This is an optimization exercise on Yosys and OpenROAD, whose aim is small area, a short achievable clock period and few clock cycles per item, not a production implementation.
The RTL was checked by simulation tests, not by an equivalence proof against the original design.
Power figures rest on the tool's default switching activity, not on a simulated workload.

File: design/flow/config.mk
export PLATFORM = sky130hd
export DESIGN_NAME = ysyx_22040228divunit
export DESIGN_NICKNAME = ysyx_22040228divunit
export VERILOG_FILES = /design/flow/design.v
export SDC_FILE = /design/flow/constraint.sdc
export NUM_CORES = 4
export LEC_CHECK = 0
export CAP_MARGIN = 20
export CORE_MARGIN = 2
export CORE_UTILIZATION = 40
export PLACE_DENSITY = 0.6
export SETUP_SLACK_MARGIN = 1.5
export SLEW_MARGIN = 20
export TNS_END_PERCENT = 5
File: design/flow/constraint.sdc
create_clock -name core_clock -period 5.5 [get_ports {clk}]
set_input_delay 1.1000 -clock core_clock [delete_from_list [all_inputs] [get_ports {clk}]]
set_output_delay 1.1000 -clock core_clock [all_outputs]
set_load 0.01 [all_outputs]
File: design/flow/design.v
module ysyx_22040228divider (
    input        wire                                       clk               ,
    input        wire                                       rst               ,
    input        wire    [63:0]                             diviser           ,
    input        wire    [63:0]                             dividend          ,
    input        wire    [7 :0]                             inst_opcode       ,
    input        wire                                       div_ready         ,
    output       wire    [63:0]                             div_rem_data      ,
    output       wire                                       div_finish
);
localparam [2:0] S_IDLE = 3'd0,
                 S_PREP = 3'd1,
                 S_CHK  = 3'd2,
                 S_RUN  = 3'd3,
                 S_FIX1 = 3'd4,
                 S_FIX2 = 3'd5,
                 S_DONE = 3'd6;
reg     [2:0]    st       ;
reg              finish   ;
reg     [63:0]   R        ;    
reg     [71:0]   D        ;    
reg     [63:0]   Q        ;    
reg     [6:0]    t        ;    
reg              ci       ;    
reg              aln      ;    
reg              wrd      ;    
reg              rem      ;    
reg              aneg     ;    
reg              bneg     ;    
reg              nfin     ;    
wire op_div   = (inst_opcode == 8'b10000110  );
wire op_divw  = (inst_opcode == 8'b01010001 );
wire op_divuw = (inst_opcode == 8'b00100101);
wire op_rem   = (inst_opcode == 8'b11000001  );
wire op_remu  = (inst_opcode == 8'b10000101 );
wire op_remw  = (inst_opcode == 8'b00010011 );
wire op_remuw = (inst_opcode == 8'b01000011);
wire i_sgn  = op_div | op_divw | op_rem | op_remw ;
wire i_wrd  = op_divw | op_divuw | op_remw | op_remuw ;
wire i_rem  = op_rem | op_remu | op_remw | op_remuw ;
wire i_aneg = i_sgn & (i_wrd ? dividend[31] : dividend[63]) ;
wire i_bneg = i_sgn & (i_wrd ? diviser[31]  : diviser[63] ) ;
wire [63:0] a_mag = {(i_wrd ? 32'b0 : (dividend[63:32] ^ {32{i_aneg}})), dividend[31:0] ^ {32{i_aneg}}} ;
wire [63:0] b_mag = {(i_wrd ? 32'b0 : (diviser[63:32]  ^ {32{i_bneg}})), diviser[31:0]  ^ {32{i_bneg}}} ;
reg [63:0] H ;
reg [63:0] hl ;
integer k, l ;
always @(*) begin
    H = R ;
    for (l = 0; l < 6; l = l + 1) begin
        hl = H ;
        for (k = 0; k < 64; k = k + 1)
            if (((k >> l) & 1) == 0)
                H[k] = hl[k] | hl[(k | (1 << l)) & ~((1 << l) - 1)] ;
    end
end
wire d_hi   = |D[71:64] ;
wire len_ge = d_hi | (|(D[63:0] & ~{1'b0, H[63:1]})) ;    
wire len_g2 = (|D[71:65]) | (|(D[64:1] & ~H)) ;           
wire d_zero = ~(|D) & ~bneg ;                             
wire [63:0] sub_b = ~D[63:0] ;
reg  [63:0] ag, ap, cg, cp, cgl, cpl ;
integer m, n ;
always @(*) begin
    ag = R & sub_b ;
    ap = R ^ sub_b ;
    cg = ag ;
    cp = ap ;
    for (n = 0; n < 6; n = n + 1) begin
        cgl = cg ;
        cpl = cp ;
        for (m = 0; m < 64; m = m + 1)
            if (((m >> n) & 1) == 1) begin
                cg[m] = cgl[m] | (cpl[m] & cgl[((m >> n) << n) - 1]) ;
                cp[m] = cpl[m] & cpl[((m >> n) << n) - 1] ;
            end
    end
end
wire [64:0] cy  = {cg | (cp & {64{ci}}), ci} ;    
wire [64:0] sub = {cy[64], ap ^ cy[63:0]} ;
wire        ge  = sub[64] & ~d_hi ;
wire idle   = (st == S_IDLE) ;
wire prep   = (st == S_PREP) ;
wire quick  = d_zero ;
wire chk_q  = (st == S_CHK) & quick ;
wire run    = (st == S_RUN) | ((st == S_CHK) & ~quick) ;
wire shift8 = run & aln & H[0] & ~len_ge ;                  
wire skip2  = run & ~shift8 & (t[6:1] != 6'd0) & len_g2 ;  
wire step1  = run & ~shift8 & ~skip2 ;
wire iter   = step1 | skip2 ;
wire last   = step1 & (t == 7'd0) ;                         
wire fin    = chk_q | (iter & last) ;                       
wire q_zero = ~(|Q[62:0]) & ~ge ;                          
wire tofix  = chk_q ? (rem ? aneg : 1'b1) : (nfin & (rem | ~q_zero)) ;    
wire [6:0] t_p8 = t + 7'd8 ;
wire [6:0] t_m1 = t - 7'd1 ;
wire [6:0] t_m2 = t - 7'd2 ;
wire [63:0] q_last = {Q[62:0], ge & ~chk_q} | {63'b0, chk_q & d_zero} ;
wire [63:0] q_next = (skip2 | chk_q) ? {Q[61:0], 1'b0, chk_q & d_zero} : {Q[62:0], ge} ;
wire        fin_q   = fin & ~rem ;                          
wire        sel_sub = prep | (st == S_FIX2) | (run & ~fin_q) ;
wire        r_en    = idle | prep | (st == S_FIX1) | (st == S_FIX2) | fin_q | (ge & run & ~shift8) ;
wire [63:0] r_d     = sel_sub ? sub[63:0] : (idle ? a_mag : (fin_q ? q_last : 64'b0)) ;
always @(posedge clk) begin
    if (idle | prep)
        D <= {8'b0, b_mag | {64{idle & i_aneg}}} ;
    else if (st == S_FIX1)
        D <= {8'b0, R} ;
    else if (shift8)
        D <= {D[63:0], {8{bneg}}} ;
    else if (skip2)
        D <= {2'b0, D[71:2]} ;
    else
        D <= {1'b0, D[71:1]} ;
    Q <= iter ? q_next : 64'b0 ;
    if (idle)
        t <= 7'd0 ;
    else if (shift8)
        t <= t_p8 ;
    else if (skip2)
        t <= t_m2 ;
    else if (step1)
        t <= t_m1 ;
    if (idle)
        ci <= i_aneg | ~i_bneg ;
    else if (prep)
        ci <= ~bneg ;
    else if (st == S_FIX1)
        ci <= 1'b1 ;
    if (idle) begin
        aln  <= 1'b1 ;
        wrd  <= i_wrd ;
        rem  <= i_rem ;
        aneg <= i_aneg ;
        bneg <= i_bneg ;
        nfin <= i_rem ? i_aneg : (i_aneg ^ i_bneg) ;
    end
    else if (iter)
        aln <= 1'b0 ;
    if (r_en)
        R <= r_d ;
end
always @(posedge clk) begin
    if (rst == 1'b1) begin
        st     <= S_IDLE ;
        finish <= 1'b0 ;
    end
    else begin
        case (st)
            S_IDLE : begin
                finish <= 1'b0 ;
                if (div_ready)
                    st <= i_aneg ? S_PREP : S_CHK ;
            end
            S_PREP :
                st <= S_CHK ;
            S_FIX1 :
                st <= S_FIX2 ;
            S_FIX2 : begin
                st     <= S_DONE ;
                finish <= 1'b1 ;
            end
            S_DONE : begin
                st     <= S_IDLE ;
                finish <= 1'b0 ;
            end
            default : begin    
                if (fin) begin
                    st     <= tofix ? S_FIX1 : S_DONE ;
                    finish <= ~tofix ;
                end
                else
                    st <= S_RUN ;
            end
        endcase
    end
end
assign div_finish   = finish ;
assign div_rem_data = wrd ? {{32{R[31]}}, R[31:0]} : R ;
endmodule
module ysyx_22040228divunit (
    input        wire                                       clk               ,
    input        wire                                       rst               ,
    input        wire    [63:0]                             op1_i             ,
    input        wire    [63:0]                             op2_i             ,
    input        wire    [7 :0]                             inst_opcode_i     ,
    input        wire                                       div_ready         ,
    output       wire    [63:0]                             div_rem_data      ,
    output       wire                                       div_finish
);
ysyx_22040228divider divider2 (
    .clk              (clk            ) ,
    .rst              (rst            ) ,
    .dividend         (op1_i          ) ,
    .diviser          (op2_i          ) ,
    .inst_opcode      (inst_opcode_i  ) ,
    .div_ready        (div_ready      ) ,
    .div_rem_data     (div_rem_data   ) ,
    .div_finish       (div_finish     )
);
endmodule
File: design/flow/run.sh
#!/bin/bash
# synth_recipe.tcl (not shown) runs the flow's synth.tcl, then flattens the netlist and writes it again
# the make line also repeats each setting of config.mk as NAME=value (left out here)
make -C /OpenROAD-flow-scripts/flow DESIGN_CONFIG=/design/flow/config.mk WORK_HOME=/design/flow/orfs CLKGATE_MAP_FILE= SYNTH_SCRIPT=/design/flow/synth_recipe.tcl finish
==> results of run 1 <==
-- Yosys cell counts, types with 12 or more instances --
cell / instances
a21o_1: 25
a21oi_1: 136
a221oi_1: 38
a22oi_1: 25
a32oi_1: 23
buf_2: 37
buf_4: 43
clkbuf_1: 65
dfxtp_1: 147
edfxtp_1: 70
ha_1: 69
inv_1: 118
mux2i_1: 70
nand2_1: 131
nand2b_1: 17
nand3_1: 79
nand4_1: 20
nor2_1: 180
nor2b_1: 25
nor3_1: 34
nor4_1: 44
o21a_1: 13
o21ai_0: 227
o21ai_1: 20
o22ai_1: 16
o31ai_1: 18
or3_1: 12
xnor2_1: 90
xor2_1: 91
-- cells by family (layout without fill, tap and decap cells) --
family | count (synthesis) | count (layout)
AOI/OAI and AO/OA | 636 | 636
muxes | 72 | 72
and+or+nand+nor | 597 | 597
DFF | 217 | 217
buffers and inverters | 270 | 425
adders and majority gates | 70 | 70
xor gates and xnor gates | 181 | 181
other | 1 | 1
-- routing by layer --
layer | wire length (µm) | GRT usage, % | up-vias
met1 | 29200 | 43.2 | 7924
met3 | 5520 | 4.46 | 111
met5 | 0 | 0 | -
met2 | 28100 | 44.7 | 818
li1 | - | - | 7679
met4 | 1990 | 9.26 | 0
-- where the power goes --
part	internal, mW	switching, mW	total [mW]
Combinational	3.35	4.84	8.20
Sequential	2.43	1.05	3.48
Clock	0.987	0.747	1.73
-- through the flow --
step                util (%)  setup TNS [ns]  total power [mW]  worst slack, ns
global placement        46.2               0              11.2            0.839
detailed placement      46.2               0              11.2            0.735
floorplan                  -          -36.38              8.63           -0.568
CTS                     48.7               0              13.1             1.44
finish                  49.0               0              13.4             1.56
global route            49.0               0              14.3             1.40
-- flip-flops by register name, indices dropped and copies added (netlist names), 3 cells and up --
register     cells
divider2.D      72
divider2.R      64
divider2.Q      63
divider2.t       7
divider2.st      3
-- what timing repair did --
action                                  in CTS  in global routing
resized for setup                           18                 25
hold buffers                                 0                  0
pin swaps                                    6                  2
buffers inserted                            10                  0
endpoints found under the setup margin     170                207
endpoints found under the hold margin        0                  0
cloned                                       1                  1
-- final cells by class --
cell class | instances | area [µm²] | area share (%)
multi-input combinational | 1557 | 10400 | 52.0
sequential | 217 | 5050 | 25.4
timing repair buffer | 255 | 2560 | 12.9
clock buffer | 36 | 741 | 3.72
tap | 532 | 666 | 3.34
inverter | 120 | 450 | 2.26
clock inverter | 14 | 92.6 | 0.465
-- how the worst max path moves through the flow --
stage                            startpoint                  endpoint  slack (ns)  cells after the start
CTS                   divider2.D[9]$_DFF_P_  divider2.R[25]$_DFFE_PP_        1.44                     11
global placement           inst_opcode_i[4]    divider2.D[60]$_DFF_P_        0.84                     14
floorplan           divider2.R[0]$_DFFE_PP_   divider2.R[0]$_DFFE_PP_       -0.57                     11
finish               divider2.D[11]$_DFF_P_  divider2.R[36]$_DFFE_PP_        1.56                     15
detailed placement         inst_opcode_i[4]    divider2.D[54]$_DFF_P_        0.74                     14
global route               inst_opcode_i[4]    divider2.D[60]$_DFF_P_        1.40                     12
-- critical path, cell delays in order (launching register included) --
cell and delay [ns]:
dfxtp_1 0.44, inv_1 0.13, ha_1 0.36, nand4_1 0.18, nor2_4 0.20, o2111ai_4 0.20, a31oi_4 0.30, o211ai_1 0.13
buf_4 0.18, a2111oi_4 0.34, o31a_1 0.22, o21ai_1 0.07, a21o_1 0.20, o211ai_1 0.17, buf_4 0.22, buf_16 0.25
==> flow_summary.toml, run 1 <==
[timing]
finalHoldViolCount = 0
tightest_slew_ns = 0.971
period_share_pct = 71.7
skew_ns = 0.0264
min_period_ns = 3.94
whs_ns = 0.468
slew_viol_final = 0
fmax_ghz = 0.254
setup_viol = 0
max_slew_margin_pct = 34.7
rsz0062_at_grt = "true"

[cts]
clock_latency_ns = 0.58
root_buffer = "clkbuf_16"
htreeDepth = 1
clockBufferDepth = 3
clock-sinks = 217
cts_made_buffers = 27
cts.clk_slew.worst_paths_ns = 0.06
cts_tree = "yes"

[power_and_ir_drop]
powerDensity_nw_per_um2 = 673
leakagePower_nw = 7.48
vdd_drop_max_mv = 0.332

[hold_path]
hold_end = "divider2.aln$_SDFFE_PP1P_"
hold_start = "divider2.aln$_SDFFE_PP1P_"
whs_path_depth = 2
hp-class = "reg -> reg"

[critical_path]
end_kind = "flip-flop"
crit_type = "reg -> reg"
r2r-end = "divider2.R[36]$_DFFE_PP_"
worstPathMaxFanout = 32
worstPathArrival_ns = 4.19
r2r_slack_ns = 1.56
worstPathRequired_ns = 5.74
critPathLaunchType = "flip-flop"
r2r_start = "divider2.D[11]$_DFF_P_"
r2r_cells = 15

[route]
drt_pass1_iterations = 8
drt_iter0_markers = 1957
drc = 0
postRouteAntennaNets = 0
vias = 16532
wl_per_cell_um = 23.7
wl_um = 64800
viasPerCell = 6.05

[final_layout]
area_delta_synth_final_pct = 21.6
drive_gt1_share_pct = 7.46
layout.nets = 2387
final_area_um2 = 19900
fin_cells = 2731
antennaDiodeCount = 0
final_common_cell = "o21ai_0"
nFillCells = 3942
layout_common_cells = "224 x o21ai_0, 203 x clkdlybuf4s50_1, 176 x nor2_1"

[synthesis]
synth_area_per_cell_um2 = 8.02
synthSimpleGateAreaFrac_pct = 17.9
ys.warnings.count = 1
async_reset_ff_share_pct = 0
syn_nets = 2253
synth-seq-area-share_pct = 30.8
synth_edf_count = 70
muxShareOfSynthArea_pct = 4.41
syn_inst = 2044
synth_compound_area_share_pct = 24.2
synthFlopType = "dfxtp_1"
yosys.area.top_type_share_pct = 18.0
synthTopCellsByArea = "dfxtp_1 18%, edfxtp_1 13%, o21ai_0 6.9%"
synth_area_um2 = 16400
synth_seq_cells = 217
synth-adder-area-share_pct = 5.39
synthXorXnorAreaFrac_pct = 9.67
synth_top_family_by_area = "compound AO/OA/AOI/OAI gates"
ys_types = 86
yosysTopAreaCell = "dfxtp_1"

[placed_design]
dp_hpwl_um = 47800
dpl-instance-area_um2 = 18800
place_inst = 2669
portBuffers = 203
globalplace.congestion = 0.964

[global_route]
grt_overflow = 0
grt_pass1_wl_um = 96700
antenna_found_initial = 0
grt_use_total_pct = 29.7
grt_max_degree = 99
grt_pass1_vias = 15693

[die]
boundaryPins = 204
rows = 74
dieArea_um2 = 42600
die_y_um = 206
die_w_um = 206
start_util_pct = 40.3
core_area_um2 = 40600

[run]
cap_violations = 0

[status]
status = "complete, no violations"
Testbench counts, summed over its fixed seeds: cycles 41,156, items 3,200.
==> inputs of run 2 (changes only) <==
--- a/design/flow/config.mk
+++ b/design/flow/config.mk
@@ -9,6 +9,6 @@
 export CORE_MARGIN = 2
 export CORE_UTILIZATION = 40
 export PLACE_DENSITY = 0.6
-export SETUP_SLACK_MARGIN = 1.5
+export SETUP_SLACK_MARGIN = 2.0
 export SLEW_MARGIN = 20
 export TNS_END_PERCENT = 5
==> run 2 against run 1 <==
- largest cell class unchanged
- hold slack better by 0.0045 ns
- still clean on timing, DRC and antenna
- sequential share of layout area down 1.6 points
- design area up 7.8%
- global-route usage up 0.58 points
- critical endpoint is now divider2.R[53]$_DFFE_PP_
- first-iteration DRC count up 2.6%
==> flow_summary.toml, run 2 <==
[final_layout]
antennaDiodeCount = 0
largest_registers = "divider2.D: 72 flops, divider2.R: 64 flops, divider2.Q: 63 flops"
area_delta_synth_final_pct = 31.1
top_register = "divider2.D"
drive_gt1_share_pct = 16.0
multiInputGateArea_um2 = 10900
final_area_um2 = 21500
layout_common_cells = "218 x o21ai_0, 198 x clkdlybuf4s50_1, 171 x nor2_1"
layout.nets = 2496
ff_latch_area_um2 = 5110
largest_register_ffs = 72
final_common_cell = "o21ai_0"
nFillCells = 3773

[power_and_ir_drop]
leakagePower_nw = 8.13
power_switching_mw = 7.05
swShare_pct = 48.4
clkPwrFrac_pct = 11.9
p_seq_share_pct = 23.3
powerDensity_nw_per_um2 = 679
internal_power_mw = 7.53
comb_power_share_pct = 64.8
vdd_drop_max_mv = 0.333

[global_route]
grt_max_degree = 66
grt_pass1_vias = 15950
antenna_found_initial = 0
grt_use_total_pct = 30.2
grt_pass1_wl_um = 98600
grt_overflow = 0

[hold_path]
hp-class = "reg -> reg"

[timing]
min_period_ns = 3.79
period_share_pct = 68.9
tightest_slew_ns = 1.01
fmax_ghz = 0.264
finalHoldViolCount = 0
slew_viol_final = 0
setup_viol = 0
skew_ns = 0.0268
max_slew_margin_pct = 32.3
rsz0062_at_grt = "true"
whs_ns = 0.473

[route]
drt_pass1_iterations = 8
wl_um = 68100
drt_iter0_markers = 2008
drc = 0
vias = 17357
postRouteAntennaNets = 0
wl_per_cell_um = 24.0
viasPerCell = 6.11

[synthesis]
synth_seq_cells = 217
synth_area_per_cell_um2 = 8.02
netlist_top_cells_count = "227 x o21ai_0, 180 x nor2_1, 147 x dfxtp_1, 136 x a21oi_1, 131 x nand2_1"
ys_types = 86
syn_nets = 2253
synthFlopType = "dfxtp_1"
syn_inst = 2044
synth_edf_count = 70
synth_area_um2 = 16400
yosysTopAreaCell = "dfxtp_1"
ys.warnings.count = 1
yosys.area.top_type_share_pct = 18.0
synthTopCellsByArea = "dfxtp_1 18%, edfxtp_1 13%, o21ai_0 6.9%"
synth_most_common_cell = "o21ai_0"
synth-seq-area-share_pct = 30.8
async_reset_ff_share_pct = 0

[die]
die_w_um = 206
die_y_um = 206
start_util_pct = 40.3
boundaryPins = 204
core_area_um2 = 40600
rows = 74
dieArea_um2 = 42600

[placed_design]
portBuffers = 203
dp_hpwl_um = 47800
dpl-instance-area_um2 = 18800
globalplace.congestion = 0.964

[critical_path]
critical_path_buf_inv_count = 5
worstPathArrival_ns = 4.05
critPathTopFamily = "compound AO/OA/AOI/OAI gates"
critPathLaunchType = "flip-flop"
end_kind = "flip-flop"
worstPathRequired_ns = 5.77
max_stage_delay_ns = 0.39
crit_type = "reg -> reg"
cp_cell_sequence = "inv_1 > ha_1 > nand2_1 > o21ai_2 > a22oi_2 > a31oi_4 > o211ai_1 > buf_4 > a2111oi_4 > o31a_1 > o21ai_1 > a21o_1 > o211ai_1 > buf_4 > buf_8 > buf_16"
cp_slowest_cell = "a2111oi_4"
worstPathMaxFanout = 8

[cts]
cts_tree = "yes"
cts_made_buffers = 27
root_buffer = "clkbuf_16"
clock-sinks = 217
htreeDepth = 1
clock_latency_ns = 0.58
cts.clk_slew.worst_paths_ns = 0.06
clockBufferDepth = 3

[status]
status = "complete, no violations"

[run]
cap_violations = 0
==> run 2: worst paths after layout <==
path	start	to	slack, ns	cells past startpoint
worst max-delay path	divider2.D[6]$_DFF_P_	divider2.R[53]$_DFFE_PP_	1.71	16
worst min-delay path	divider2.t[1]$_SDFFE_PP0P_	divider2.t[1]$_SDFFE_PP0P_	0.47	2
worst max register to register	divider2.D[6]$_DFF_P_	divider2.R[53]$_DFFE_PP_	1.71	16
worst min register to register	divider2.t[1]$_SDFFE_PP0P_	divider2.t[1]$_SDFFE_PP0P_	0.47	2
==> run 2: worst register-to-register path: stages, from the launching register on <==
cell,delay (ns)
dfxtp_2,0.38
inv_1,0.09
ha_1,0.35
nand2_1,0.10
o21ai_2,0.21
a22oi_2,0.18
a31oi_4,0.31
o211ai_1,0.11
buf_4,0.18
a2111oi_4,0.39
o31a_1,0.19
o21ai_1,0.06
a21o_1,0.19
o211ai_1,0.20
buf_4,0.22
buf_8,0.16
buf_16,0.15
==> run 2: through the flow <==
step	std cells	setup slack, ns	TNS [ns]	util, %	power, mW
3_5_place_dp	2669	0.735	0	46.2	11.2
2_1_floorplan	2044	-0.568	-36.38	-	8.63
4_1_cts	2767	1.76	0	50.1	13.5
3_3_place_gp	2669	0.839	0	46.2	11.2
6_report	2840	1.71	0	52.9	14.6
5_1_grt	2840	1.65	0	52.9	15.5
==> run 2: cells by family (layout without fill, tap and decap cells) <==
family	after synthesis	in the layout	synth area share, %
flops	217	217	30.8
compound gates	636	638	24.2
simple gates	597	597	17.9
mux	72	72	4.41
other cells	1	1	0.0229
fa+ha+maj	70	70	5.39
buf+inv	270	532	7.63
xor+xnor	181	181	9.67
==> run 2: timing repair <==
action	CTS	global route
setup endpoints to repair	296	303
gates cloned	3	7
setup buffers	45	66
pin swaps	13	35
hold buffers	0	0
gates resized for setup	79	123
==> run 2: layout make-up <==
type / count / share of cell area, %
multi-input cells: 1559 / 50.7
flip-flops and latches: 217 / 23.8
repair buffers: 362 / 16.4
clock buffers: 36 / 3.45
well taps: 532 / 3.10
inverters: 120 / 2.11
clock inverters: 14 / 0.431
==> run 2: layer usage <==
layer	up-vias	GRT usage, %	wire length, µm	part of all wire, %
li1	7902	-	-	-
met1	8395	43.6	29200	43
met2	912	46.3	30000	44
met3	148	5.01	6550	9.6
met4	0	8.60	2380	3.5
met5	-	0	0	0
==> run 2: power groups by stage <==
stage	sequential, mW	combinational, mW	clock [mW]
after floorplan	3.00	5.63	0
after global placement	3.47	7.71	0
after detailed placement	3.46	7.78	0
after CTS	3.32	8.44	1.75
after global routing	3.45	10.2	1.81
final	3.40	9.45	1.73
==> inputs of run 3 (changes only) <==
--- a/design/flow/config.mk
+++ b/design/flow/config.mk
@@ -9,6 +9,6 @@
 export CORE_MARGIN = 2
 export CORE_UTILIZATION = 40
 export PLACE_DENSITY = 0.6
-export SETUP_SLACK_MARGIN = 2.0
+export SETUP_SLACK_MARGIN = 2.5
 export SLEW_MARGIN = 20
 export TNS_END_PERCENT = 5
==> run 3 against run 2 <==
- via count grew 0.22%
- largest power group unchanged
- still clean
- sequential cell count is the same
- die area is the same
==> flow_summary.toml, run 3 <==
[status]
status = "complete, no violations"

[final_layout]
area_delta_synth_final_pct = 32.1
layout.nets = 2507
final_common_cell = "o21ai_0"
layout_common_cells = "216 x o21ai_0, 197 x clkdlybuf4s50_1, 172 x nor2_1"
multiInputGateArea_um2 = 10900
drive_gt1_share_pct = 16.6
largest_register_ffs = 72
largest_registers = "divider2.D: 72 flops, divider2.R: 64 flops, divider2.Q: 63 flops"
ff_latch_area_um2 = 5110
nFillCells = 3761
fin_cells = 2851
top_register = "divider2.D"
final_util_pct = 53.3
antennaDiodeCount = 0
final_area_um2 = 21600

[timing]
fmax_ghz = 0.267
period_share_pct = 68.2
rsz0062_at_grt = "true"
finalHoldViolCount = 0
min_period_ns = 3.75
skew_ns = 0.0278
tightest_slew_ns = 1.12
max_slew_margin_pct = 24.7
setup_viol = 0
slew_viol_final = 0

[critical_path]
cp.depth = 15
max_stage_delay_ns = 0.54
critPathLaunchType = "flip-flop"
r2r_start = "divider2.D[14]$_DFF_P_"
worstPathRequired_ns = 5.76
endpoint = "divider2.R[49]$_DFFE_PP_"
cp_slowest_cell = "nor4_2"
r2r-end = "divider2.R[49]$_DFFE_PP_"
end_kind = "flip-flop"
cp_cell_sequence = "buf_4 > nor4_1 > nand4_1 > nor4_2 > a21oi_4 > buf_6 > o2111ai_2 > or3_4 > a41oi_4 > nor2_4 > inv_2 > o211ai_1 > buf_4 > buf_12 > buf_16"
worstPathArrival_ns = 4.01
cp-startpoint = "divider2.D[14]$_DFF_P_"
worstPathMaxFanout = 28
r2r_cells = 15
r2r_slack_ns = 1.75
critPathTopFamily = "simple AND/OR/NAND/NOR gates"
crit_type = "reg -> reg"
critical_path_buf_inv_count = 6
path_common_cell = "buf_4"

[synthesis]
netlist_top_cells_count = "227 x o21ai_0, 180 x nor2_1, 147 x dfxtp_1, 136 x a21oi_1, 131 x nand2_1"
synth_seq_cells = 217
synthTopCellsByArea = "dfxtp_1 18%, edfxtp_1 13%, o21ai_0 6.9%"
syn_nets = 2253
ys.warnings.count = 1
async_reset_ff_share_pct = 0
synth_edf_count = 70
synthFlopType = "dfxtp_1"
synth_area_um2 = 16400
ys_types = 86
synth_most_common_cell = "o21ai_0"
synth_area_per_cell_um2 = 8.02
syn_inst = 2044
yosys.area.top_type_share_pct = 18.0
yosysTopAreaCell = "dfxtp_1"
synth-seq-area-share_pct = 30.8

[placed_design]
dpl-instance-area_um2 = 18800
dp_hpwl_um = 47800
place_inst = 2669
globalplace.congestion = 0.964
portBuffers = 203

[cts]
cts_made_buffers = 27
clock_latency_ns = 0.58
cts_tree = "yes"
root_buffer = "clkbuf_16"
clockBufferDepth = 3
clock-sinks = 217
htreeDepth = 1
cts.clk_slew.worst_paths_ns = 0.06

[die]
die_y_um = 206
boundaryPins = 204
die_w_um = 206
start_util_pct = 40.3
dieArea_um2 = 42600
core_area_um2 = 40600
rows = 74

[route]
wl_um = 68700
drc = 0
postRouteAntennaNets = 0
viasPerCell = 6.10
drt_iter0_markers = 2098
wl_per_cell_um = 24.1
vias = 17395
drt_pass1_iterations = 7

[power_and_ir_drop]
powerDensity_nw_per_um2 = 680
leakagePower_nw = 8.24
vdd_drop_max_mv = 0.342

[global_route]
grt_max_degree = 66
grt_use_total_pct = 30.2
grt_pass1_vias = 15950
grt_overflow = 0
grt_pass1_wl_um = 98600
antenna_found_initial = 0

[hold_path]
hp-class = "reg -> reg"

[run]
cap_violations = 0
-- run 3: cell types whose count changed in the layout (fill, tap and decap cells not counted), sizes merged --
| cell | before | now |
|---|---|---|
| buf | 156 | 165 |
| clkbuf | 38 | 40 |
| bufbuf | 0 | 1 |
| clkdlybuf4s15 | 1 | 0 |
| clkdlybuf4s50 | 198 | 197 |
| dlymetal6s2s | 5 | 6 |
-- run 3: worst register-to-register path, delay by kind of cell (launching register included) --
family | cells | cell delay (ns)
AO/OA/AOI/OAI | 4 | 0.50
flip-flops | 1 | 0.35
AND/OR/NAND/NOR | 5 | 1.64
buffers and inverters | 6 | 0.92
-- run 3: worst min path at each step --
stage | from | end | depth (start not counted)
3_3_place_gp | divider2.aln$_SDFFE_PP1P_ | divider2.aln$_SDFFE_PP1P_ | 2
5_1_grt | divider2.aln$_SDFFE_PP1P_ | divider2.aln$_SDFFE_PP1P_ | 2
6_report | divider2.aln$_SDFFE_PP1P_ | divider2.aln$_SDFFE_PP1P_ | 2
3_5_place_dp | divider2.aln$_SDFFE_PP1P_ | divider2.aln$_SDFFE_PP1P_ | 2
4_1_cts | divider2.aln$_SDFFE_PP1P_ | divider2.aln$_SDFFE_PP1P_ | 2
2_1_floorplan | divider2.aln$_SDFFE_PP1P_ | divider2.aln$_SDFFE_PP1P_ | 2
-- run 3: kinds of logic after synthesis --
logic type                 Yosys count  synth area share, %
xor gates and xnor gates           181                 9.67
muxes                               72                 4.41
DFF                                217                 30.8
other                                1               0.0229
and+or+nand+nor                    597                 17.9
buffers and inverters              270                 7.63
AOI/OAI and AO/OA                  636                 24.2
adders and majority gates           70                 5.39
-- run 3: layout make-up --
class | count | area share [%]
Clock buffer | 36 | 3.42
Clock inverter | 14 | 0.428
Inverter | 120 | 2.10
Multi-Input combinational cell | 1559 | 50.5
Sequential cell | 217 | 23.6
Tap cell | 532 | 3.07
Timing Repair Buffer | 373 | 16.9
-- run 3: through the flow --
| stage | TNS (ns) | power (mW) | setup slack (ns) | hold WS, ns |
|---|---|---|---|---|
| finish | 0 | 14.7 | 1.75 | 0.465 |
| global route | 0 | 15.6 | 1.66 | 0.491 |
| CTS | 0 | 13.5 | 1.76 | 0.466 |
| detailed placement | 0 | 11.2 | 0.735 | 0.458 |
| global placement | 0 | 11.2 | 0.839 | 0.448 |
| floorplan | -36.38 | 8.63 | -0.568 | 0.431 |
-- run 3: repair_timing --
item | CTS | global route
buffers inserted | 45 | 76
cloned | 3 | 8
pin swaps | 13 | 44
gates resized for setup | 79 | 140
setup endpoints to repair | 310 | 310
hold buffers | 0 | 0
-- run 3: routing by layer --
layer  track usage (%)  wire [µm]
met1              43.6      29600
met2              46.3      30000
met3              5.01       6690
met4              8.60       2400
met5                 0          0
-- run 3: report_power, final --
group          switching (mW)  total, mW  internal [mW]
Sequential              0.934       3.41           2.47
Clock                   0.745       1.73          0.987
Combinational            5.42       9.59           4.16
==> inputs of run 4 (changes only) <==
--- a/design/flow/config.mk
+++ b/design/flow/config.mk
@@ -9,6 +9,6 @@
 export CORE_MARGIN = 2
 export CORE_UTILIZATION = 40
 export PLACE_DENSITY = 0.6
-export SETUP_SLACK_MARGIN = 2.5
+export SETUP_SLACK_MARGIN = 1.2
 export SLEW_MARGIN = 20
 export TNS_END_PERCENT = 5
==> run 4 against run 3 <==
- still clean on timing, DRC and antenna
- sequential share of layout area up 2.0 points
- sequential cell count unchanged
- combinational power down 16%
- critical path type unchanged
- largest power group unchanged
==> flow_summary.toml, run 4 <==
[critical_path]
worstPathRequired_ns = 5.75
worstPathMaxFanout = 32
critical_path_buf_inv_count = 4
end_kind = "flip-flop"
crit_type = "reg -> reg"
critPathTopFamily = "compound AO/OA/AOI/OAI gates"
max_stage_delay_ns = 0.47
cp_cell_sequence = "inv_1 > ha_1 > nand2_1 > o21ai_0 > a22oi_1 > a31oi_4 > o211ai_1 > buf_4 > a2111oi_2 > o31a_1 > o21ai_1 > a21o_1 > o211ai_1 > buf_4 > buf_12"
worstPathArrival_ns = 4.51
critPathLaunchType = "flip-flop"
cp_slowest_cell = "dfxtp_1"

[placed_design]
dp_slack_ns = 0.735
dp_hpwl_um = 47800
portBuffers = 203
globalplace.congestion = 0.964
place_inst = 2669
dpl-instance-area_um2 = 18800

[final_layout]
nFillCells = 3959
area_delta_synth_final_pct = 20.2
top_register = "divider2.D"
largest_register_ffs = 72
layout.nets = 2379
largest_registers = "divider2.D: 72 flops, divider2.R: 64 flops, divider2.Q: 63 flops"
final_area_um2 = 19700
final_common_cell = "o21ai_0"
final_util_pct = 48.5
fin_cells = 2723
drive_gt1_share_pct = 6.25
antennaDiodeCount = 0
layout_common_cells = "225 x o21ai_0, 203 x clkdlybuf4s50_1, 177 x nor2_1"

[power_and_ir_drop]
vdd_drop_max_mv = 0.326
powerDensity_nw_per_um2 = 672
leakagePower_nw = 7.41

[timing]
min_period_ns = 4.26
finalWorstSetupSlack_ns = 1.24
fmax_ghz = 0.235
rsz0062_at_grt = "true"
skew_ns = 0.0211
finalHoldViolCount = 0
tns_ns = 0
slew_viol_final = 0
period_share_pct = 77.5
max_slew_margin_pct = 26.7
tightest_slew_ns = 1.09
setup_viol = 0

[route]
vias = 16511
drc = 0
postRouteAntennaNets = 0
drt_iter0_markers = 1884
wl_per_cell_um = 23.6
drt_pass1_iterations = 5
wl_um = 64300
viasPerCell = 6.06

[synthesis]
synthTopCellsByArea = "dfxtp_1 18%, edfxtp_1 13%, o21ai_0 6.9%"
synth_area_um2 = 16400
syn_inst = 2044
async_reset_ff_share_pct = 0
synthFlopType = "dfxtp_1"
syn_nets = 2253
synth-seq-area-share_pct = 30.8
netlist_top_cells_count = "227 x o21ai_0, 180 x nor2_1, 147 x dfxtp_1, 136 x a21oi_1, 131 x nand2_1"
yosysTopAreaCell = "dfxtp_1"
synth_seq_cells = 217
ys.warnings.count = 1
synth_most_common_cell = "o21ai_0"
synth_edf_count = 70
synth_area_per_cell_um2 = 8.02
yosys.area.top_type_share_pct = 18.0
ys_types = 86

[cts]
postCtsHoldBufs = 0
cts.clk_slew.worst_paths_ns = 0.06
root_buffer = "clkbuf_16"
cts_made_buffers = 27
clockBufferDepth = 3
clock-sinks = 217
htreeDepth = 1
clock_latency_ns = 0.57
cts_tree = "yes"

[global_route]
grt.busiest_layer = "met2"
grt_max_degree = 99
grt_overflow = 0
antenna_found_initial = 0
grt_pass1_vias = 15590
use_met3_pct = 3.91
grt_use_met2_pct = 44.6
grt_use_total_pct = 29.4
grt_pass1_wl_um = 96100
globalRouteMet1Util_pct = 43.3

[run]
cap_violations = 0

[die]
start_util_pct = 40.3
dieArea_um2 = 42600
core_area_um2 = 40600
die_y_um = 206
die_w_um = 206
rows = 74
boundaryPins = 204

[hold_path]
hp-class = "reg -> reg"

[status]
status = "complete, no violations"
-- run 4: cell families (layout without fill, tap and decap cells) --
group	after synthesis	count (layout)	share of synthesized area, %
and+or+nand+nor	597	597	17.9
other	1	1	0.0229
xor gates and xnor gates	181	181	9.67
muxes	72	72	4.41
DFF	217	217	30.8
adders and majority gates	70	70	5.39
buffers and inverters	270	417	7.63
AOI/OAI and AO/OA	636	636	24.2
-- run 4: layer usage --
| metal | up-vias | share of wire (%) |
|---|---|---|
| met5 | - | 0 |
| met4 | 0 | 2.8 |
| met3 | 99 | 8.5 |
| met2 | 768 | 44 |
| met1 | 7966 | 45 |
| li1 | 7678 | - |
-- run 4: worst min-delay path: stages (launching register included) --
cell and delay, ns:
dfxtp_1 0.32, nand2_1 0.06, nand2_1 0.04
-- run 4: worst paths after layout --
check,start,endpoint,slack (ns),cells after the start
setup / recovery,divider2.D[7]$_DFF_P_,divider2.R[24]$_DFFE_PP_,1.24,15
hold / removal,divider2.aln$_SDFFE_PP1P_,divider2.aln$_SDFFE_PP1P_,0.47,2
setup reg to reg,divider2.D[7]$_DFF_P_,divider2.R[24]$_DFFE_PP_,1.24,15
hold reg to reg,divider2.aln$_SDFFE_PP1P_,divider2.aln$_SDFFE_PP1P_,0.47,2
-- run 4: timing repair --
action | in CTS | in global routing
setup endpoints to repair | 64 | 139
resized for setup | 1 | 9
setup buffers | 0 | 3
pin swaps | 0 | 2
cloned | 0 | 1
hold endpoints to repair | 0 | 0
-- run 4: final cells by class --
class / count / area (µm²) / share of cell area (%)
inverters: 120 / 450 / 2.29
clock buffers: 36 / 741 / 3.76
well taps: 532 / 666 / 3.38
repair buffers: 247 / 2450 / 12.4
clock inverters: 14 / 92.6 / 0.470
multi-input cells: 1557 / 10300 / 52.1
flip-flops and latches: 217 / 5040 / 25.6
-- run 4: stage by stage --
stage	hold WS, ns	power, mW
final	0.466	13.2
after global routing	0.491	14.1
after CTS	0.466	13.0
after detailed placement	0.458	11.2
after global placement	0.448	11.2
after floorplan	0.431	8.63
-- run 4: power by group --
| part | total [mW] | internal (mW) | switching, mW |
|---|---|---|---|
| sequential | 3.49 | 2.43 | 1.06 |
| clock | 1.73 | 0.987 | 0.747 |
| combinational | 8.03 | 3.27 | 4.76 |
| total | 13.2 | 6.68 | 6.57 |
==> inputs of run 5 (changes only) <==
==> design/flow/flow/run.sh (new file) <==
#!/bin/bash
# The standard layout (standard.sh), with one change: the buffers that
# the flow puts on every input and output port are the smallest buffer cell
# (sky130_fd_sc_hd__buf_1) rather than the one the resizer picks. The full
# output of the flow goes to flow_standard.log in the folder this runs in.
set -e
export BUFFER_PORTS_ARGS="-buffer_cell sky130_fd_sc_hd__buf_1"
bash standard.sh > flow_standard.log 2>&1
==> design/flow/standard.sh (new file) <==
#!/bin/bash
# synth_recipe.tcl (not shown) runs the flow's synth.tcl, then flattens the netlist and writes it again
# the make line also repeats each setting of config.mk as NAME=value (left out here)
make -C /OpenROAD-flow-scripts/flow DESIGN_CONFIG=/design/flow/config.mk WORK_HOME=/design/flow/orfs CLKGATE_MAP_FILE= SYNTH_SCRIPT=/design/flow/synth_recipe.tcl "${@:-finish}"
--- a/design/flow/config.mk
+++ b/design/flow/config.mk
@@ -9,6 +9,6 @@
 export CORE_MARGIN = 2
 export CORE_UTILIZATION = 40
 export PLACE_DENSITY = 0.6
-export SETUP_SLACK_MARGIN = 1.2
+export SETUP_SLACK_MARGIN = 1.5
 export SLEW_MARGIN = 20
 export TNS_END_PERCENT = 5
removed: design/flow/run.sh
==> run 5 against run 4 <==
- design area decreased by 5.9%
- non-clock buffer count is the same
- sequential power about the same
- clock-buffer cell count increased by 8
- cell count is essentially flat
- area after synthesis stayed put
- critical endpoint is now divider2.R[59]$_DFFE_PP_
==> flow_summary.toml, run 5 <==
[power_and_ir_drop]
vdd_drop_max_mv = 0.293
leakagePower_nw = 6.88
powerDensity_nw_per_um2 = 703

[route]
postRouteAntennaNets = 0
wl_per_cell_um = 23.4
drt_pass1_iterations = 6
drc = 0
wl_um = 63600
vias = 16582
drt_iter0_markers = 2401
viasPerCell = 6.09

[final_layout]
nFillCells = 4036
area_delta_synth_final_pct = 13.2
largest_register_ffs = 72
final_common_cell = "o21ai_0"
layout_common_cells = "224 x o21ai_0, 203 x buf_1, 175 x nor2_1"
top_register = "divider2.D"
largest_registers = "divider2.D: 72 flops, divider2.R: 64 flops, divider2.Q: 63 flops"
multiInputGateArea_um2 = 10300
ff_latch_area_um2 = 5050
drive_gt1_share_pct = 7.03
layout.nets = 2380
final_util_pct = 45.6

[cts]
clock-sinks = 217
clockBufferDepth = 3
root_buffer = "clkbuf_16"
clock_latency_ns = 0.57
htreeDepth = 1
cts_made_buffers = 27
cts.clk_slew.worst_paths_ns = 0.06
postCtsHoldBufs = 0
cts_tree = "yes"

[timing]
rsz0062_at_grt = "true"
slew_viol_final = 0
whs_ns = 0.474
min_period_ns = 4.13
tightest_slew_ns = 0.979
fmax_ghz = 0.242
setup_viol = 0
period_share_pct = 75.2
max_slew_margin_pct = 34.7
skew_ns = 0.0103
finalHoldViolCount = 0

[critical_path]
worstPathArrival_ns = 4.41
end_kind = "flip-flop"
critPathLaunchType = "flip-flop"
worstPathRequired_ns = 5.77
worstPathMaxFanout = 36
crit_type = "reg -> reg"

[synthesis]
synth-seq-area-share_pct = 30.8
synth_seq_cells = 217
syn_inst = 2044
synth_edf_count = 70
syn_nets = 2253
synth_area_per_cell_um2 = 8.02
synth_area_um2 = 16400
netlist_top_cells_count = "227 x o21ai_0, 180 x nor2_1, 147 x dfxtp_1, 136 x a21oi_1, 131 x nand2_1"
synthSimpleGateAreaFrac_pct = 17.9
ys_types = 86
synthTopCellsByArea = "dfxtp_1 18%, edfxtp_1 13%, o21ai_0 6.9%"
yosysTopAreaCell = "dfxtp_1"
synthXorXnorAreaFrac_pct = 9.67
synth_most_common_cell = "o21ai_0"
synthFlopType = "dfxtp_1"
ys.warnings.count = 1
async_reset_ff_share_pct = 0
synth-adder-area-share_pct = 5.39
yosys.area.top_type_share_pct = 18.0
synth_compound_area_share_pct = 24.2
muxShareOfSynthArea_pct = 4.41
synth_top_family_by_area = "compound AO/OA/AOI/OAI gates"

[die]
start_util_pct = 40.3
dieArea_um2 = 42600
rows = 74
boundaryPins = 204
core_area_um2 = 40600
die_y_um = 206
die_w_um = 206

[placed_design]
dp_hpwl_um = 47000
portBuffers = 203
globalplace.congestion = 0.974

[hold_path]
hp-class = "reg -> reg"

[global_route]
grt_pass1_vias = 15569
grt_use_total_pct = 29.3
grt_overflow = 0
antenna_found_initial = 2
grt_pass1_wl_um = 95600
grt_max_degree = 66

[status]
status = "complete, no violations"

[run]
cap_violations = 0
[run 5: cells by family (layout without fill, tap and decap cells)]
kind of cell	count (synthesis)	in the layout
compound gates	636	636
xor+xnor	181	181
fa+ha+maj	70	70
buf+inv	270	416
flops	217	217
mux	72	72
other cells	1	2
simple gates	597	598
[run 5: report_power, final]
part / total [mW] / internal (mW) / switching (mW)
clock network: 1.78 / 1.05 / 0.734
registers: 3.47 / 2.43 / 1.04
logic: 7.79 / 2.91 / 4.88
[run 5: final timing paths]
path                                   start                         end  slack, ns  cells after the start
hold reg to reg   divider2.t[1]$_SDFFE_PP0P_  divider2.t[1]$_SDFFE_PP0P_       0.47                      2
setup / recovery   divider2.D[69]$_SDFF_PP0_    divider2.R[59]$_DFFE_PP_       1.37                      9
setup reg to reg   divider2.D[69]$_SDFF_PP0_    divider2.R[59]$_DFFE_PP_       1.37                      9
hold / removal    divider2.t[1]$_SDFFE_PP0P_  divider2.t[1]$_SDFFE_PP0P_       0.47                      2
[run 5: worst max-delay path, cell delays in order, from the launching register on]
cell and delay [ns]:
dfxtp_1 0.32, or4_1 0.60, or3_4 0.45, nand4b_1 0.20
a2111o_1 0.40, nor4_1 0.34, and3_4 0.59, nor2b_2 0.10
a21oi_1 0.70, a21oi_1 0.14
[run 5: metal layers]
| layer | track usage (%) | vias to the layer above | share of wire (%) |
|---|---|---|---|
| met3 | 4.21 | 121 | 9.2 |
| li1 | - | 7659 | - |
| met5 | 0 | - | 0.019 |
| met2 | 44.3 | 885 | 44 |
| met1 | 42.6 | 7915 | 44 |
| met4 | 9.57 | 2 | 3.2 |
[run 5: cell type report]
class,count,share of cell area (%)
timing repair buffer,247,6.29
inverter,120,2.43
multi-input combinational,1558,55.8
sequential,217,27.2
clock buffer,44,4.37
clock inverter,5,0.283
tap,532,3.59
antenna,1,0.0135
[run 5: per-stage QoR]
stage | total power, mW | worst slack (ns) | cell area [µm²] | setup TNS (ns) | cells
3_3_place_gp | 10.8 | 0.931 | 17500 | 0 | 2663
2_1_floorplan | 8.63 | -0.568 | 16500 | -36.38 | 2044
6_report | 13.0 | 1.37 | 18500 | 0 | 2724
4_1_cts | 12.7 | 1.43 | 18400 | 0 | 2719
5_1_grt | 13.9 | 1.36 | 18500 | 0 | 2724
3_5_place_dp | 10.9 | 0.810 | 17500 | 0 | 2663
[run 5: timing repair]
action                                  in CTS  in global routing
buffers inserted                             4                  4
resized for setup                            9                 23
gates cloned                                 3                  0
endpoints found under the setup margin     149                193
pin swaps                                    3                  2
==> inputs of run 6 (changes only) <==
--- a/design/flow/config.mk
+++ b/design/flow/config.mk
@@ -8,6 +8,7 @@
 export CAP_MARGIN = 20
 export CORE_MARGIN = 2
 export CORE_UTILIZATION = 40
+export CTS_BUF_LIST = sky130_fd_sc_hd__clkbuf_4 sky130_fd_sc_hd__clkbuf_8
 export PLACE_DENSITY = 0.6
 export SETUP_SLACK_MARGIN = 1.5
 export SLEW_MARGIN = 20
==> run 6 against run 5 <==
- highest routed layer unchanged
- first-iteration DRC count shrank 5.1%
- critical endpoint is now divider2.R[62]$_DFFE_PP_
- sequential power about the same
- hold slack gained 0.0018 ns
- cell count rose by 1.1%
==> flow_summary.toml, run 6 <==
[die]
die_w_um = 206
start_util_pct = 40.3
core_area_um2 = 40600
dieArea_um2 = 42600
boundaryPins = 204
die_y_um = 206
rows = 74

[placed_design]
dpl-instance-area_um2 = 17500
globalplace.congestion = 0.974
dp_hpwl_um = 47000
portBuffers = 203
place_inst = 2663
dp_slack_ns = 0.810

[route]
wl_um = 64100
drt_iter0_markers = 2278
viasPerCell = 6.07
postRouteAntennaNets = 0
vias = 16727
drt_pass1_iterations = 5
drc = 0
wl_per_cell_um = 23.3

[global_route]
grt_pass1_vias = 15738
grt_use_total_pct = 29.6
grt_max_degree = 66
grt_pass1_wl_um = 96100
antenna_found_initial = 2
grt_overflow = 0

[hold_path]
hp-class = "reg -> reg"
whs_path_depth = 2
hold_end = "divider2.t[1]$_SDFFE_PP0P_"
hold_start = "divider2.t[1]$_SDFFE_PP0P_"

[cts]
clock_latency_ns = 0.61
cts_tree = "yes"
htreeDepth = 2
cts_made_buffers = 42
cts.clk_slew.worst_paths_ns = 0.07
clock-sinks = 217
root_buffer = "clkbuf_8"
clockBufferDepth = 3

[timing]
rsz0062_at_grt = "true"
tightest_slew_ns = 0.989
max_slew_margin_pct = 34.1
setup_viol = 0
tns_ns = 0
finalHoldViolCount = 0
fmax_ghz = 0.244
min_period_ns = 4.10
finalWorstSetupSlack_ns = 1.40
slew_viol_final = 0
period_share_pct = 74.6
skew_ns = 0.0319

[final_layout]
top_register = "divider2.D"
final_common_cell = "o21ai_0"
layout.nets = 2398
largest_registers = "divider2.D: 72 flops, divider2.R: 64 flops, divider2.Q: 63 flops"
largest_register_ffs = 72
final_area_um2 = 18600
area_delta_synth_final_pct = 13.3
layout_common_cells = "223 x o21ai_0, 203 x buf_1, 176 x nor2_1"
fin_cells = 2755
nFillCells = 4061
drive_gt1_share_pct = 8.60

[run]
cap_violations = 0

[critical_path]
max_stage_delay_ns = 0.60
cp-startpoint = "divider2.D[69]$_SDFF_PP0_"
critical_path_buf_inv_count = 1
critPathLaunchType = "flip-flop"
crit_type = "reg -> reg"
r2r_slack_ns = 1.40
cp_cell_sequence = "or4_1 > or3_4 > nand4b_1 > a2111o_1 > nor4_1 > and3_4 > nor2b_2 > a21o_2 > buf_4 > nor3_2 > a211o_1"
worstPathArrival_ns = 4.58
r2r-end = "divider2.R[62]$_DFFE_PP_"
critPathTopFamily = "simple AND/OR/NAND/NOR gates"
cp_slowest_cell = "or4_1"
end_kind = "flip-flop"
r2r_start = "divider2.D[69]$_SDFF_PP0_"
worstPathMaxFanout = 36
r2r_cells = 11
worstPathRequired_ns = 5.98

[synthesis]
ys_types = 86
synth_edf_count = 70
yosys.area.top_type_share_pct = 18.0
syn_nets = 2253
synthFlopType = "dfxtp_1"
synthTopCellsByArea = "dfxtp_1 18%, edfxtp_1 13%, o21ai_0 6.9%"
ys.warnings.count = 1
synth-seq-area-share_pct = 30.8
synth_area_per_cell_um2 = 8.02
netlist_top_cells_count = "227 x o21ai_0, 180 x nor2_1, 147 x dfxtp_1, 136 x a21oi_1, 131 x nand2_1"
synth_seq_cells = 217
synth_most_common_cell = "o21ai_0"
yosysTopAreaCell = "dfxtp_1"
syn_inst = 2044
synth_area_um2 = 16400
async_reset_ff_share_pct = 0

[status]
status = "complete, no violations"

[power_and_ir_drop]
vdd_drop_max_mv = 0.267
clkPwrFrac_pct = 13.2
power_switching_mw = 6.72
swShare_pct = 51.6
p_seq_share_pct = 26.7
powerDensity_nw_per_um2 = 700
total_power_mw = 13.0
internal_power_mw = 6.30
comb_power_share_pct = 60.1
leakagePower_nw = 6.93
## run 6: cell counts after synthesis
No cell type changed its count.
## run 6: worst max-delay path by stage
stage / endpoint / slack [ns] / cells after the start
global placement: divider2.D[7]$_DFF_P_ / 0.93 / 12
finish: divider2.R[62]$_DFFE_PP_ / 1.40 / 11
CTS: divider2.D[42]$_DFF_P_ / 1.45 / 10
floorplan: divider2.R[0]$_DFFE_PP_ / -0.57 / 11
global route: divider2.R[62]$_DFFE_PP_ / 1.36 / 11
detailed placement: divider2.D[3]$_DFF_P_ / 0.81 / 12
## run 6: what timing repair did
action	4_1_cts	5_1_grt
endpoints found under the setup margin	144	195
gates cloned	2	1
resized for setup	8	26
buffers inserted	3	8
pin swaps	3	4
hold buffers	0	0
## run 6: layer usage
metal / vias to the layer above / part of all wire [%] / global-route usage (%)
li1: 7689 / - / -
met5: - / 0.017 / 0
met1: 7962 / 44 / 42.4
met3: 164 / 9.2 / 4.81
met2: 910 / 43 / 44.3
met4: 2 / 4.1 / 11.3
## run 6: metrics by stage
step           hold WS [ns]  util (%)
3_3_place_gp          0.447      42.9
6_report              0.476      45.7
5_1_grt               0.495      45.7
3_5_place_dp          0.462      42.9
4_1_cts               0.472      45.3
2_1_floorplan         0.431         -
## run 6: cells by family after synthesis
logic type	synth area share, %
compound gates	24.2
mux	4.41
simple gates	17.9
xor+xnor	9.67
fa+ha+maj	5.39
other cells	0.0229
flops	30.8
buf+inv	7.63
## run 6: worst reg2reg max path, stage by stage, from the launching register on
cell      delay (ns)
dfxtp_1         0.32
or4_1           0.60
or3_4           0.45
nand4b_1        0.20
a2111o_1        0.40
nor4_1          0.34
and3_4          0.58
nor2b_2         0.11
a21o_2          0.24
buf_4           0.24
nor3_2          0.35
a211o_1         0.15
## run 6: area by class of cell
class	instances	area, µm²	share of cell area [%]
multi-input cells	1558	10300	55.7
flip-flops and latches	217	5050	27.2
repair buffers	250	1200	6.47
clock buffers	63	767	4.13
well taps	532	666	3.58
inverters	120	450	2.42
clock inverters	14	93.8	0.505
diodes	1	2.50	0.0135
## run 6: power by group through the flow
stage | clock network (mW) | registers, mW | logic [mW]
after detailed placement | 0 | 3.44 | 7.42
after CTS | 1.73 | 3.41 | 7.52
final | 1.72 | 3.47 | 7.83
after global placement | 0 | 3.43 | 7.36
after global routing | 1.81 | 3.53 | 8.54
after floorplan | 0 | 3.00 | 5.63
==> inputs of run 7 (changes only) <==
--- a/design/flow/config.mk
+++ b/design/flow/config.mk
@@ -8,8 +8,7 @@
 export CAP_MARGIN = 20
 export CORE_MARGIN = 2
 export CORE_UTILIZATION = 40
-export CTS_BUF_LIST = sky130_fd_sc_hd__clkbuf_4 sky130_fd_sc_hd__clkbuf_8
 export PLACE_DENSITY = 0.6
-export SETUP_SLACK_MARGIN = 1.5
+export SETUP_SLACK_MARGIN = 1.7
 export SLEW_MARGIN = 20
 export TNS_END_PERCENT = 5
==> run 7 against run 6 <==
- critical path depth up 4
- first-iteration DRC count up 2.6%
- via count up 0.26%
- synthesized cell count unchanged
- global-route usage about the same
- combinational power up 4.0%
- die area unchanged
- largest cell class unchanged
- largest power group unchanged
==> flow_summary.toml, run 7 <==
[final_layout]
nFillCells = 4021
drive_gt1_share_pct = 9.50
area_delta_synth_final_pct = 15.7
layout.nets = 2411
layout_common_cells = "222 x o21ai_0, 203 x buf_1, 175 x nor2_1"
final_common_cell = "o21ai_0"
top_register = "divider2.D"
largest_registers = "divider2.D: 72 flops, divider2.R: 64 flops, divider2.Q: 63 flops"
largest_register_ffs = 72
fin_cells = 2755

[cts]
clock_latency_ns = 0.57
clock-sinks = 217
cts.clk_slew.worst_paths_ns = 0.06
cts_made_buffers = 27
postCtsHoldBufs = 0
cts_tree = "yes"
clockBufferDepth = 3
root_buffer = "clkbuf_16"
htreeDepth = 1

[synthesis]
synth_seq_cells = 217
ys.warnings.count = 1
synth_edf_count = 70
syn_nets = 2253
synth_most_common_cell = "o21ai_0"
synthTopCellsByArea = "dfxtp_1 18%, edfxtp_1 13%, o21ai_0 6.9%"
ys_types = 86
synth_area_um2 = 16400
async_reset_ff_share_pct = 0
synthFlopType = "dfxtp_1"
synth-seq-area-share_pct = 30.8
yosysTopAreaCell = "dfxtp_1"
yosys.area.top_type_share_pct = 18.0
synth_area_per_cell_um2 = 8.02
syn_inst = 2044
netlist_top_cells_count = "227 x o21ai_0, 180 x nor2_1, 147 x dfxtp_1, 136 x a21oi_1, 131 x nand2_1"

[route]
postRouteAntennaNets = 0
wl_per_cell_um = 23.4
drt_pass1_iterations = 6
drc = 0
vias = 16771
viasPerCell = 6.09
drt_iter0_markers = 2337
wl_um = 64400

[die]
boundaryPins = 204
die_w_um = 206
start_util_pct = 40.3
die_y_um = 206
rows = 74
core_area_um2 = 40600
dieArea_um2 = 42600

[status]
status = "complete, no violations"

[hold_path]
hp-class = "reg -> reg"

[global_route]
antenna_found_initial = 2
grt_max_degree = 66
grt_overflow = 0
grt_pass1_vias = 15694
grt_use_total_pct = 29.6
grt_pass1_wl_um = 96500

[timing]
skew_ns = 0.0111
rsz0062_at_grt = "true"
tightest_slew_ns = 0.997
min_period_ns = 3.85
slew_viol_final = 0
max_slew_margin_pct = 33.5
setup_viol = 0
period_share_pct = 70.1
fmax_ghz = 0.259
finalWorstSetupSlack_ns = 1.65
whs_ns = 0.476
finalHoldViolCount = 0

[placed_design]
dp_hpwl_um = 47000
portBuffers = 203
dp_slack_ns = 0.810
globalplace.congestion = 0.974
place_inst = 2663

[power_and_ir_drop]
vdd_drop_max_mv = 0.295
p_seq_share_pct = 25.7
leakagePower_nw = 7.06
powerDensity_nw_per_um2 = 704
clkPwrFrac_pct = 13.4
internal_power_mw = 6.59
comb_power_share_pct = 60.9
swShare_pct = 50.7
power_switching_mw = 6.77

[critical_path]
worstPathArrival_ns = 4.12
end_kind = "flip-flop"
worstPathMaxFanout = 16
crit_type = "reg -> reg"
critPathLaunchType = "flip-flop"
worstPathRequired_ns = 5.77

[run]
cap_violations = 0
==> run 7: cell count changes in the layout (fill, tap and decap cells not counted), sizes merged <==
| cell | previous run | this run |
|---|---|---|
| and3 | 2 | 3 |
| inv | 120 | 121 |
| clkinvlp | 2 | 0 |
| bufbuf | 0 | 1 |
| buf | 248 | 276 |
| clkinv | 11 | 3 |
| clkbuf | 65 | 44 |
==> run 7: logic make-up after synthesis <==
family,after synthesis,synth area share (%)
XOR/XNOR,181,9.67
flip-flops,217,30.8
AND/OR/NAND/NOR,597,17.9
other,1,0.0229
buffers and inverters,270,7.63
multiplexers,72,4.41
adder cells (fa/ha/maj),70,5.39
AO/OA/AOI/OAI,636,24.2
==> run 7: area by class of cell <==
class                   count  area [µm²]  area share (%)
diodes                      1        2.50          0.0132
clock buffers              44         811            4.28
clock inverters             5        52.6           0.277
inverters                 120         450            2.38
multi-input cells        1559       10500            55.3
flip-flops and latches    217        5080            26.8
well taps                 532         666            3.51
repair buffers            277        1420            7.48
==> run 7: power by group through the flow <==
stage / clock network, mW / logic [mW] / registers [mW]
2_1_floorplan: 0 / 5.63 / 3.00
3_3_place_gp: 0 / 7.36 / 3.43
3_5_place_dp: 0 / 7.42 / 3.44
4_1_cts: 1.80 / 7.71 / 3.39
5_1_grt: 1.86 / 8.87 / 3.50
6_report: 1.79 / 8.14 / 3.43
==> run 7: stage by stage <==
| stage | power (mW) | utilization [%] | TNS, ns | instance area (µm²) |
|---|---|---|---|---|
| detailed placement | 10.9 | 42.9 | 0 | 17500 |
| floorplan | 8.63 | - | -36.38 | 16500 |
| finish | 13.4 | 46.6 | 0 | 19000 |
| CTS | 12.9 | 45.8 | 0 | 18600 |
| global route | 14.2 | 46.6 | 0 | 19000 |
| global placement | 10.8 | 42.9 | 0 | 17500 |
==> run 7: worst paths after layout <==
kind	slack (ns)	end	cells after the start	startpoint
setup / recovery	1.65	divider2.R[35]$_DFFE_PP_	15	divider2.D[30]$_DFF_P_
hold / removal	0.48	divider2.aln$_SDFFE_PP1P_	2	divider2.aln$_SDFFE_PP1P_
setup reg to reg	1.65	divider2.R[35]$_DFFE_PP_	15	divider2.D[30]$_DFF_P_
hold reg to reg	0.48	divider2.aln$_SDFFE_PP1P_	2	divider2.aln$_SDFFE_PP1P_
==> run 7: worst max-delay path, cell delays in order, from the launching register on <==
cell,delay [ns]
dfxtp_1,0.42
inv_1,0.17
ha_1,0.38
nand4_1,0.15
nor2_2,0.17
nand3_1,0.17
a31oi_4,0.25
o211ai_1,0.13
buf_4,0.17
a2111oi_4,0.32
o31a_1,0.19
o21ai_1,0.07
a21o_1,0.19
o211ai_1,0.26
buf_4,0.19
bufbuf_16,0.30
==> run 7: repair_timing <==
| action | 4_1_cts | 5_1_grt |
|---|---|---|
| pin swaps | 7 | 12 |
| setup endpoints to repair | 195 | 206 |
| resized for setup | 42 | 35 |
| buffers inserted | 15 | 23 |
| endpoints found under the hold margin | 0 | 0 |
| gates cloned | 4 | 0 |
==> run 7: layer usage <==
layer	share of wire [%]	vias to the layer above	GRT usage (%)
met5	0.019	-	0
met4	3.8	2	10.1
met3	9.4	157	4.86
met2	43	901	44.7
met1	43	7990	42.6
li1	-	7721	-
==> inputs of run 8 (changes only) <==
--- a/design/flow/config.mk
+++ b/design/flow/config.mk
@@ -8,7 +8,10 @@
 export CAP_MARGIN = 20
 export CORE_MARGIN = 2
 export CORE_UTILIZATION = 40
+export CTS_BUF_LIST = sky130_fd_sc_hd__clkbuf_8 sky130_fd_sc_hd__clkbuf_16
+export CTS_CLUSTER_DIAMETER = 80
+export CTS_CLUSTER_SIZE = 40
 export PLACE_DENSITY = 0.6
-export SETUP_SLACK_MARGIN = 1.7
+export SETUP_SLACK_MARGIN = 1.5
 export SLEW_MARGIN = 20
 export TNS_END_PERCENT = 5
==> run 8 against run 7 <==
- still clean on timing, DRC and antenna
- largest power group unchanged
- power decreased by 4.8%
- sequential share of layout area rose by 0.59 points
- clock-buffer cell count down 27
- hold slack better by 0.0012 ns
- core utilization fell by 1.1 points
- global-route usage is 0.75 points lower
- largest cell class unchanged
==> flow_summary.toml, run 8 <==
[critical_path]
crit_type = "reg -> reg"
r2r_start = "divider2.D[69]$_SDFF_PP0_"
end_kind = "flip-flop"
r2r_slack_ns = 1.56
worstPathRequired_ns = 5.87
r2r_cells = 10
r2r-end = "divider2.st[1]$_SDFFE_PP0P_"
worstPathArrival_ns = 4.31
critPathLaunchType = "flip-flop"
worstPathMaxFanout = 20

[synthesis]
async_reset_ff_share_pct = 0
ys.warnings.count = 1
synth-seq-area-share_pct = 30.8
synth_top_family_by_area = "compound AO/OA/AOI/OAI gates"
syn_nets = 2253
netlist_top_cells_count = "227 x o21ai_0, 180 x nor2_1, 147 x dfxtp_1, 136 x a21oi_1, 131 x nand2_1"
yosysTopAreaCell = "dfxtp_1"
synthXorXnorAreaFrac_pct = 9.67
yosys.area.top_type_share_pct = 18.0
muxShareOfSynthArea_pct = 4.41
synth_seq_cells = 217
ys_types = 86
synthSimpleGateAreaFrac_pct = 17.9
synth_area_per_cell_um2 = 8.02
syn_inst = 2044
synth_most_common_cell = "o21ai_0"
synth_edf_count = 70
synth-adder-area-share_pct = 5.39
synth_area_um2 = 16400
synth_compound_area_share_pct = 24.2
synthFlopType = "dfxtp_1"
synthTopCellsByArea = "dfxtp_1 18%, edfxtp_1 13%, o21ai_0 6.9%"

[status]
status = "complete, no violations"

[final_layout]
layout_common_cells = "223 x o21ai_0, 203 x buf_1, 175 x nor2_1"
fin_cells = 2731
final_common_cell = "o21ai_0"
top_register = "divider2.D"
ff_latch_area_um2 = 5060
area_delta_synth_final_pct = 12.8
largest_register_ffs = 72
nFillCells = 4071
multiInputGateArea_um2 = 10400
largest_registers = "divider2.D: 72 flops, divider2.R: 64 flops, divider2.Q: 63 flops"
final_area_um2 = 18500
layout.nets = 2397
drive_gt1_share_pct = 8.42

[timing]
whs_ns = 0.477
tns_ns = 0
tightest_slew_ns = 0.992
skew_ns = 0.0215
finalHoldViolCount = 0
max_slew_margin_pct = 33.9
slew_viol_final = 0
period_share_pct = 71.7
min_period_ns = 3.94
rsz0062_at_grt = "true"
setup_viol = 0
fmax_ghz = 0.254

[global_route]
grt_pass1_vias = 15432
grt_pass1_wl_um = 94400
antenna_found_initial = 2
grt_use_total_pct = 28.9
grt_overflow = 0
grt_max_degree = 66

[cts]
cts_made_buffers = 17
cts.clk_slew.worst_paths_ns = 0.08
clock-sinks = 217
root_buffer = "clkbuf_16"
htreeDepth = 1
clockBufferDepth = 3
clock_latency_ns = 0.52
cts_tree = "yes"

[route]
vias = 16558
drt_iter0_markers = 2215
drt_pass1_iterations = 6
wl_um = 63700
viasPerCell = 6.06
wl_per_cell_um = 23.3
drc = 0
postRouteAntennaNets = 0

[power_and_ir_drop]
powerDensity_nw_per_um2 = 687
vdd_drop_max_mv = 0.267
leakagePower_nw = 6.87
total_power_mw = 12.7

[hold_path]
whs_path_depth = 2
hold_start = "divider2.t[1]$_SDFFE_PP0P_"
hp-class = "reg -> reg"
hold_end = "divider2.t[1]$_SDFFE_PP0P_"

[placed_design]
dp_hpwl_um = 47000
place_inst = 2663
dpl-instance-area_um2 = 17500
portBuffers = 203
globalplace.congestion = 0.974

[die]
dieArea_um2 = 42600
core_area_um2 = 40600
die_w_um = 206
rows = 74
start_util_pct = 40.3
boundaryPins = 204
die_y_um = 206

[run]
cap_violations = 0
run 8: changes by cell type in the layout (fill, tap and decap cells not counted), sizes merged:
cell    change
buf         -4
bufbuf      -1
bufinv      -1
clkbuf     -26
inv         +8
run 8: worst max path at each step:
stage	start	end	slack [ns]	depth (start not counted)
floorplan	divider2.R[0]$_DFFE_PP_	divider2.R[0]$_DFFE_PP_	-0.57	11
global placement	inst_opcode_i[4]	divider2.D[7]$_DFF_P_	0.93	12
detailed placement	inst_opcode_i[4]	divider2.D[3]$_DFF_P_	0.81	12
CTS	divider2.D[21]$_DFF_P_	divider2.R[37]$_DFFE_PP_	1.41	14
global route	divider2.R[25]$_DFFE_PP_	divider2.D[6]$_DFF_P_	1.44	13
finish	divider2.D[69]$_SDFF_PP0_	divider2.st[1]$_SDFFE_PP0P_	1.56	10
run 8: through the flow:
stage          utilization [%]  setup WS, ns
2_1_floorplan                -        -0.568
3_3_place_gp              42.9         0.931
3_5_place_dp              42.9         0.810
4_1_cts                   44.4          1.41
5_1_grt                   45.5          1.44
6_report                  45.5          1.56
run 8: layer usage:
metal / GRT usage [%] / wire (µm) / part of all wire, %
met1: 41.9 / 27800 / 44
met2: 43.8 / 27600 / 43
met3: 4.16 / 5910 / 9.3
met4: 9.39 / 2380 / 3.7
met5: 0 / 11 / 0.017
run 8: what timing repair did:
item	4_1_cts	5_1_grt
hold buffers	0	0
gates cloned	1	3
pin swaps	2	6
endpoints found under the setup margin	153	195
resized for setup	8	46
buffers inserted	2	32
run 8: worst max-delay path: stages (launching register included):
cell and delay [ns]:
dfxtp_1 0.33, or4_1 0.59, a211oi_1 0.28, o311ai_0 0.18
a21oi_1 0.25, o2111ai_1 0.29, o31a_2 0.57, nor3_2 0.35
a32oi_1 0.17, a2111oi_0 0.66, nor4_1 0.12
run 8: where the power goes:
part | switching (mW) | internal [mW] | total, mW
combinational | 4.97 | 3.02 | 7.99
sequential | 0.992 | 2.43 | 3.42
clock | 0.694 | 0.600 | 1.29
run 8: cells by family (layout without fill, tap and decap cells):
group	count (synthesis)	count (layout)
AO/OA/AOI/OAI	636	636
AND/OR/NAND/NOR	597	599
buffers and inverters	270	422
flip-flops	217	217
XOR/XNOR	181	181
multiplexers	72	72
adder cells (fa/ha/maj)	70	70
other	1	2
run 8: cell type report:
cell class	count	area share (%)
Antenna cell	1	0.0135
Clock buffer	17	2.30
Clock inverter	12	0.609
Inverter	120	2.44
Multi-Input combinational cell	1559	56.2
Sequential cell	217	27.4
Tap cell	532	3.60
Timing Repair Buffer	273	7.45

what the ideal ports hide:
In the flow no input, the clock included, has a driving cell. The finished layouts below were timed again as built, in two steps. Step 1: set_driving_cell puts a clkbuf_16 on clk and a buf_2 on each other input, an assumption about the parent block. Step 2, shift: input delay + t, output delay - t, t = (earliest + latest rising clock arrival at the registers) / 2. This alone moves slack from input paths to output paths. a / b / c = ideal ports / drivers / drivers and shift; a / b = the first two.
run	t (ns)	setup WS [ns]	worst setup path after step 2
run 1	0.617	1.557 / 1.557 / 0.997	input to register
run 2	0.621	1.712 / 1.712 / 1.430	input to register
run 3	0.619	1.751 / 1.751 / 1.473	input to register
run 4	0.619	1.239 / 1.239 / 0.697	input to register
run 5	0.618	1.366 / 1.366 / 0.973	input to register
run 6	0.641	1.399 / 1.399 / 0.927	input to register
run 7	0.615	1.646 / 1.646 / 1.146	input to register
run 8	0.564	1.556 / 1.556 / 1.131	input to register
After both steps every run listed still meets setup and hold. For run 1, which loses most, drivers alone change the setup slack by 0.000 ns; drivers and shift together by -0.560 ns.
